This design comes from an exercise in tuning for small area on the open sky130 flow, not from production work.
The RTL was checked by simulation tests, not by an equivalence proof against the original design.
No activity file was given, so power comes from the tool's default toggle rates.

## top_mem_ctrl
module top_mem_ctrl
  (
    input wire HCLK,
    input wire HRESETn,
    input wire [31:0] HADDR,
    input wire [2:0] HBURST,
    input wire [3:0] HPROT,
    input wire [2:0] HSIZE,
    input wire [1:0] HTRANS,
    input wire [31:0] HWDATA,
    input wire HWRITE,
    input wire HREADYIN,
    input wire HSEL,
    output wire [31:0] HRDATA,
    output wire HRESP,
    output wire HREADYOUT,
    input wire [31:0] MEM_RDATA,
    output wire [31:0] MEM_WDATA,
    output wire [11:0] MEM_ADDR,
    output wire [1:0] MEM_BA,
    output wire MEM_CKE,
    output wire MEM_CSn,
    output wire MEM_RASn,
    output wire MEM_CASn,
    output wire MEM_WEn,
    output wire [3:0] MEM_DQM
  );
  localparam [5:0]
    INIT_WAIT0    = 6'd0,
    INIT_WAIT1    = 6'd1,
    INIT_PRE_C    = 6'd2,
    INIT_WAIT2    = 6'd3,
    INIT_AUTO_R1  = 6'd4,
    INIT_WAIT3    = 6'd5,
    INIT_AUTO_R2  = 6'd6,
    INIT_WAIT4    = 6'd7,
    INIT_SET_MODE = 6'd8,
    INIT_WAIT5    = 6'd9,
    INIT_WAIT6    = 6'd10,
    INIT_WAIT7    = 6'd11,
    ACTIVE_IDLE   = 6'd12,
    RF_PRE_C      = 6'd13,
    RF_AUTO_R     = 6'd14,
    RF_WAIT1      = 6'd15,
    RF_WAIT2      = 6'd16,
    RF_WAIT3      = 6'd17,
    R_CHECK_HIT   = 6'd18,
    R_RELAY_DATA  = 6'd19,
    R_SET_PREP    = 6'd20,
    R_SET_CMD     = 6'd21,
    R_WAIT1       = 6'd22,
    R_WAIT2       = 6'd23,
    R_WAIT3       = 6'd24,
    R_WAIT4       = 6'd25,
    R_WAIT5       = 6'd26,
    R_WAIT6       = 6'd27,
    R_WAIT7       = 6'd28,
    R_WAIT8       = 6'd29,
    R_PRE_C       = 6'd30,
    W_SET_PREP    = 6'd31,
    W_SET_CMD     = 6'd32,
    W_WAIT        = 6'd33,
  ...
For scale: about 1200 cells after synthesis, roughly 300 flip-flops, roughly 200 I/O pins, roughly 12000 um^2 of cells after synthesis.
Settings: LEC_CHECK=0, CAP_MARGIN=20, CORE_MARGIN=2, CORE_UTILIZATION=40, SLEW_MARGIN=20; clock period 10.0 ns.
run.sh (not shown) runs the stock make flow with config.mk's settings and CLKGATE_MAP_FILE= SYNTH_SCRIPT=/design/flow/synth_recipe.tcl, a recipe that flattens the netlist after the stock synthesis.
Rerun with:
--- a/flow/design.v
+++ b/flow/design.v
@@ -154,32 +154,35 @@
       cnt   <= counting ? cnt + 12'd1 : 12'd0;
       if (state == R_WAIT1) begin
         valid  <= 1'b1;
         line_a <= HADDR[11:0];
       end
     end
   end
-  reg shift_q, hold_q;
-  wire shift_next = (next_state >= R_WAIT1) && (next_state <= R_WAIT8);
+  reg fill_q, keep_q;
+  wire fill_next = (next_state >= R_WAIT1) && (next_state <= R_WAIT8);
   always @(posedge HCLK) begin
-    shift_q <= shift_next;
-    hold_q  <= ~shift_next;
-  end
-  wire [255:0] line_in = {MEM_RDATA, line_d[255:32]};
+    fill_q <= fill_next;
+    keep_q <= ~fill_next;
+  end
+  wire [31:0] word7_in = ({32{fill_q}} & MEM_RDATA) | ({32{keep_q}} & line_d[31:0]);
   always @(posedge HCLK)
-    line_d <= ({256{shift_q}} & line_in) | ({256{hold_q}} & line_d);
+    line_d <= {word7_in, line_d[255:32]};
+  reg [2:0] ptr;
+  always @(posedge HCLK)
+    ptr <= (state == R_WAIT8) ? 3'd0 : ptr - 3'd1;
   reg [7:0] sel_q;
-  wire [7:0] hit_sel = (8'd1 << diff[2:0]);
+  wire [2:0] rel_off = (state == R_CHECK_HIT) ? diff[2:0] : 3'd0;
+  wire [2:0] rel_pos = ptr - 3'd1 + rel_off;
+  wire [7:0] rel_sel = (8'd1 << rel_pos);
   always @(posedge HCLK or negedge HRESETn) begin
     if (!HRESETn)
       sel_q <= 8'd0;
-    else if (state == R_CHECK_HIT)
-      sel_q <= (hit & valid) ? hit_sel : 8'd0;
-    else if (state == R_PRE_C)
-      sel_q <= 8'd1;
+    else if (((state == R_CHECK_HIT) && hit && valid) || (state == R_PRE_C))
+      sel_q <= rel_sel;
     else
       sel_q <= 8'd0;
   end
   reg [31:0] rdata;
   integer k;
   always @* begin
     rdata = 32'd0;
Core utilization grows by 0.59 points.
Worst setup slack improves by 0.25 ns.
Via count fell by 27%.
Cell count falls by 19%.
Non-clock buffer count came out lower by 11.
Power decreases by 29%.
Wire length went down by 24%.
Global-route usage goes down by 0.57 points.
Final area fell by 17%.

## static timing again, ports no longer ideal
The flow's constraints put no driver on any port. The routed layouts listed below were extracted and timed again, unchanged, in two steps. Step 1, drivers: a clkbuf_16 drives HCLK and a buf_2 each remaining input, both assumed. Step 2 moves the port delays by t, midway between the first and last clock arrival at a register: inputs arrive t later, outputs are due t later. That takes back most of the time a late clock gives input paths. Three values: ideal, step 1, step 2; two values: the first two.
| run | shift t [ns] | slack for setup (ns) | hold slack, ns |
|---|---|---|---|
| the first run | 0.555 | 4.500 / 4.451 / 4.756 | 0.476 / 0.476 / 0.476 |
| the second run | 0.585 | 4.748 / 4.722 / 4.671 | 0.329 / 0.329 / 0.329 |
After both steps every run listed still meets setup and hold. For the second run, which loses most, drivers alone change the setup slack by -0.026 ns; drivers and shift together by -0.077 ns.
